This is an optimization exercise on Yosys and OpenROAD, whose aim is a short achievable clock period and few clock cycles, not a production implementation.
The RTL was checked by simulation tests, not by an equivalence proof against the original design.
No driver is modelled on the clock port, so clock power and skew are understated where the tree is cut down; a real chip needs a root buffer or a tree.
Power figures rest on the tool's default switching activity, not on a simulated workload.

==> module MPSCPU, before the edit <==
module MPSCPU(
    output [8 - 1:0] imem_addr,
    input [16 - 1:0] imem_value,
    output [8 - 1:0] dmem_addr,
    output dmem_wenable,
    input [8 - 1:0] dmem_rvalue,
    output [8 - 1:0] dmem_wvalue,
    input clock,
    input nreset,
    output halted
);
    integer i;
    reg [7:0] r_pc;
    reg r_dead;       
    reg r_halted;
    reg [3:0] r1_d;
    reg [7:0] r1_imm;
    reg r1_wen;
    reg r1_st;
    reg r1_add, r1_sub;
    reg r1_shl, r1_shr, r1_ld;
    reg [3:0] r1_tt;  
    reg [15:1] r1_sa;
    reg r1_sa_w, r1_sa_imm;
    reg [15:1] r1_sb;
    reg r1_sb_w;
    reg r1_fx_as, r1_fx_oth, r1_fx_ld;    
    reg r1_fy_as, r1_fy_oth, r1_fy_ld;    
    reg [7:0] r2_x;
    reg [7:0] r2_y;
    reg r2_st;
    reg r2_wen;
    reg [3:0] r2_d;
    reg r2_add, r2_sub, r2_shl, r2_shr, r2_ld;
    reg [3:0] r2_tt;
    reg [7:0] r3_res;
    reg [15:1] r3_we;
    reg [7:0] r_regs [1:15];
    assign imem_addr = r_pc;
    assign halted = r_halted;
    assign dmem_addr = r2_x;
    assign dmem_wvalue = r2_y;
    assign dmem_wenable = r2_st;
    wire [3:0] f_op = imem_value[3:0];
    wire [3:0] f_d = imem_value[7:4];
    wire [3:0] f_a = imem_value[11:8];
    wire [3:0] f_b = imem_value[15:12];
    wire f_live = !r_dead;
    wire f_hcf = f_op == 4'b1000;
    wire f_ld = f_op == 4'b0010;
    wire f_st = f_op == 4'b1010;
    wire f_set = f_op == 4'b0100;
    wire f_dup = f_op == 4'b1100;
    wire f_alu = f_op[0];
    wire f_mem = f_ld || f_st;
    wire f_wen = f_live && (f_alu || f_ld || f_set || f_dup) && f_d != 0;
    reg [3:0] f_tt;
    always @(*) begin
        case (f_op)
            4'b0101: f_tt = 4'b1110;
            4'b1101: f_tt = 4'b1000;
            4'b0111: f_tt = 4'b0110;
            4'b1111: f_tt = 4'b0011;
            4'b0100, 4'b1100: f_tt = 4'b1100;
            default: f_tt = 4'b0000;
        endcase
    end
    wire f_a_e = r1_wen && f_a == r1_d;
    wire f_a_w = r2_wen && f_a == r2_d && !f_a_e;
    wire f_use_b = (f_alu && f_op != 4'b1111) || f_st;
    wire f_b_e = f_use_b && r1_wen && f_b == r1_d;
    wire f_b_w = f_use_b && r2_wen && f_b == r2_d && !f_b_e;
    wire f_e_oth = !r1_add && !r1_sub && !r1_ld;
    wire [8:0] e_as9 = {r2_x, r2_sub} + {r2_y ^ {8{r2_sub}}, r2_sub};
    wire [7:0] e_as = e_as9[8:1];
    wire e_big = |r2_y[7:3];
    wire [7:0] e_shl = r2_x << r2_y[2:0];
    wire [7:0] e_shr = r2_x >> r2_y[2:0];
    wire [7:0] e_lu;
    genvar g;
    generate
        for (g = 0; g < 8; g = g + 1) begin : g_lu
            assign e_lu[g] = r2_x[g] ? (r2_y[g] ? r2_tt[3] : r2_tt[2])
                : (r2_y[g] ? r2_tt[1] : r2_tt[0]);
        end
    endgenerate
    wire [7:0] e_oth = e_lu
        | ({8{r2_shl && !e_big}} & e_shl)
        | ({8{r2_shr && !e_big}} & e_shr);
    wire [7:0] e_res = ({8{r2_add || r2_sub}} & e_as) | e_oth
        | ({8{r2_ld}} & dmem_rvalue);
    wire [7:0] d_rfa [0:15];
    wire [7:0] d_rfb [0:15];
    assign d_rfa[0] = {8{r1_sa_w}} & r3_res;
    assign d_rfb[0] = {8{r1_sb_w}} & r3_res;
    generate
        for (g = 1; g < 16; g = g + 1) begin : g_rf
            assign d_rfa[g] = d_rfa[g - 1] | ({8{r1_sa[g]}} & r_regs[g]);
            assign d_rfb[g] = d_rfb[g - 1] | ({8{r1_sb[g]}} & r_regs[g]);
        end
    endgenerate
    wire [7:0] d_rf_a = d_rfa[15];
    wire [7:0] d_rf_b = d_rfb[15];
    wire [7:0] d_x = d_rf_a | ({8{r1_sa_imm}} & r1_imm)
        | ({8{r1_fx_as}} & e_as)
        | ({8{r1_fx_oth}} & e_oth) | ({8{r1_fx_ld}} & dmem_rvalue);
    wire [7:0] d_y = d_rf_b
        | ({8{r1_fy_as}} & e_as)
        | ({8{r1_fy_oth}} & e_oth) | ({8{r1_fy_ld}} & dmem_rvalue);
    always @(posedge clock) begin
        r1_d <= f_d;
        r1_imm <= imem_value[15:8];
        r1_add <= f_op == 4'b0001;
        r1_sub <= f_op == 4'b1001;
        r1_shl <= f_op == 4'b0011;
        r1_shr <= f_op == 4'b1011;
        r1_ld <= f_ld;
        r1_tt <= f_tt;
        for (i = 1; i < 16; i = i + 1) begin
            r1_sa[i] <= !f_set && f_a == i && !(r1_wen && r1_d == i)
                && !(r2_wen && r2_d == i);
            r1_sb[i] <= f_use_b && f_b == i && !(r1_wen && r1_d == i)
                && !(r2_wen && r2_d == i);
        end
        r1_sa_w <= f_a_w && !f_set;
        r1_sa_imm <= f_set;
        r1_sb_w <= f_b_w;
        r1_fx_as <= f_a_e && !f_set && (r1_add || r1_sub);
        r1_fx_oth <= f_a_e && !f_set && f_e_oth;
        r1_fx_ld <= f_a_e && !f_set && r1_ld;
        r1_fy_as <= f_b_e && (r1_add || r1_sub);
        r1_fy_oth <= f_b_e && f_e_oth;
        r1_fy_ld <= f_b_e && r1_ld;
        r2_x <= d_x;
        r2_y <= d_y;
        r2_d <= r1_d;
        r2_add <= r1_add;
        r2_sub <= r1_sub;
        r2_shl <= r1_shl;
        r2_shr <= r1_shr;
        r2_ld <= r1_ld;
        r2_tt <= r1_tt;
        r3_res <= e_res;
        for (i = 1; i < 16; i = i + 1)
            r3_we[i] <= r2_wen && r2_d == i;
        for (i = 1; i < 16; i = i + 1)
            if (r3_we[i])
                r_regs[i] <= r3_res;
        if (!nreset) begin
            r_pc <= 0;
            r_dead <= 0;
            r_halted <= 0;
            r1_wen <= 0;
            r1_st <= 0;
            r2_wen <= 0;
            r2_st <= 0;
        end else begin
            r_pc <= r_pc + 1;
            r_dead <= r_dead || f_hcf;
            r_halted <= r_dead;
            r1_wen <= f_wen;
            r1_st <= f_live && f_st;
            r2_wen <= r1_wen;
            r2_st <= r1_st;
        end
    end
endmodule
clock: 5.0 ns
lec_check: 0
abc_clock_period_in_ps: 1800
cap_margin: 20
core_margin: 2
core_utilization: 40
setup_slack_margin: 3.2
slew_margin: 20
standard.sh (not shown) runs the stock make flow with config.mk's settings and CLKGATE_MAP_FILE= SYNTH_SCRIPT=/design/flow/synth_recipe.tcl, a recipe that flattens the netlist after the stock synthesis.
==> flow/flow/run.sh <==
#!/bin/bash
# Layout flow: the standard flow (standard.sh) with these changes:
# - ABC maps the synthesized logic with flow/abc_speed.script instead of
#   ORFS's scripts/abc_speed.script (Yosys's steps, register names and cells
#   are the standard ones);
# - the port buffers are buf_4 cells instead of the default delay buffers;
# - clock tree synthesis clusters the registers in groups of up to 18 under
#   clkbuf_16 buffers, and flow/flatten_clock.tcl then removes the H-tree's
#   branching level and splits the root buffer in two, each driving the
#   cluster buffers of one half of the die.
set -euo pipefail
W=$PWD
rm -rf "$W/scripts_mod"
cp -r "$FLOW_HOME/scripts" "$W/scripts_mod"
cp "$W/flow/abc_speed.script" "$W/scripts_mod/abc_speed.script"
bash "$W/standard.sh" "SCRIPTS_DIR=$W/scripts_mod" \
    "BUFFER_PORTS_ARGS=-buffer_cell sky130_fd_sc_hd__buf_4" \
    "CTS_ARGS=-sink_clustering_enable -repair_clock_nets -sink_clustering_size 18 -sink_clustering_max_diameter 100 -buf_list sky130_fd_sc_hd__clkbuf_16 -root_buf sky130_fd_sc_hd__clkbuf_16 -dont_use_dummy_load" \
    "POST_CTS_TCL=$W/flow/flatten_clock.tcl" \
    finish > "$W/make_finish.log" 2>&1
Other scripts of this flow, unchanged in this note and not shown: flow/flow/abc_speed.script, flow/flow/flatten_clock.tcl
Testbench counts at the start, summed over its fixed seeds: cycles 12,480.
Then changed:
--- a/flow/design.v
+++ b/flow/design.v
@@ -26,10 +26,11 @@
     reg r1_sb_w;
     reg r1_fx_as, r1_fx_oth, r1_fx_ld;    
     reg r1_fy_as, r1_fy_oth, r1_fy_ld;    
     reg [7:0] r2_x;
     reg [7:0] r2_y;
+    reg [7:0] r2_yb;    
     reg r2_st;
     reg r2_wen;
     reg [3:0] r2_d;
     reg r2_add, r2_sub, r2_shl, r2_shr, r2_ld;
     reg [3:0] r2_tt;
@@ -69,11 +70,11 @@
     wire f_a_w = r2_wen && f_a == r2_d && !f_a_e;
     wire f_use_b = (f_alu && f_op != 4'b1111) || f_st;
     wire f_b_e = f_use_b && r1_wen && f_b == r1_d;
     wire f_b_w = f_use_b && r2_wen && f_b == r2_d && !f_b_e;
     wire f_e_oth = !r1_add && !r1_sub && !r1_ld;
-    wire [8:0] e_as9 = {r2_x, r2_sub} + {r2_y ^ {8{r2_sub}}, r2_sub};
+    wire [8:0] e_as9 = {r2_x, r2_sub} + {r2_yb, r2_sub};
     wire [7:0] e_as = e_as9[8:1];
     wire e_big = |r2_y[7:3];
     wire [7:0] e_shl = r2_x << r2_y[2:0];
     wire [7:0] e_shr = r2_x >> r2_y[2:0];
     wire [7:0] e_lu;
@@ -131,10 +132,11 @@
         r1_fy_as <= f_b_e && (r1_add || r1_sub);
         r1_fy_oth <= f_b_e && f_e_oth;
         r1_fy_ld <= f_b_e && r1_ld;
         r2_x <= d_x;
         r2_y <= d_y;
+        r2_yb <= d_y ^ {8{r1_sub}};
         r2_d <= r1_d;
         r2_add <= r1_add;
         r2_sub <= r1_sub;
         r2_shl <= r1_shl;
         r2_shr <= r1_shr;
=> The changed run completed with no timing, DRC or antenna violations. Global-route usage grows by 1.4 points. Clock power grows by about 5%. Area after synthesis grows by about 5%. Sequential power grows by about 4%. Worst setup slack loses 0.018 ns. Worst hold slack gains 0.0035 ns. Core utilization grows by 0.35 points. Die area grows by 4.8%. Via count grows by 9.1%. Design area grows by 6.5%. Total power grows by 5.9%. Sequential share of layout area shrinks by 1.9 points. Clock skew grows by 0.023 ns.
Testbench counts after the change, summed over its fixed seeds: cycles 12,480.

## separate check: timing with driven ports
Ports are ideal in the flow. The routed layouts listed here were re-timed in OpenROAD.
Step 1 (the two cells are an assumption about what drives the block):
set clk [get_ports {clock}]
set_driving_cell -lib_cell sky130_fd_sc_hd__clkbuf_16 $clk
set_driving_cell -lib_cell sky130_fd_sc_hd__buf_2 [delete_from_list [all_inputs] $clk]
Step 2, shift: input delay + t, output delay - t, t = (earliest + latest rising clock arrival at the registers) / 2. This alone moves slack from input paths to output paths.
Three values: no drivers, after step 1, after step 2; two values: the first two.
run | t (ns) | setup WS [ns] | slew at the worst register clock pin (ns)
the first run | 0.414 | 3.140 / 3.077 / 2.865 | 0.08 / 0.08
the second run | 0.407 | 3.122 / 3.056 / 2.828 | 0.08 / 0.08
After both steps every run listed still meets setup and hold. The setup slack of the second run, which loses most, moves by -0.066 ns with the drivers and by -0.294 ns with both steps.
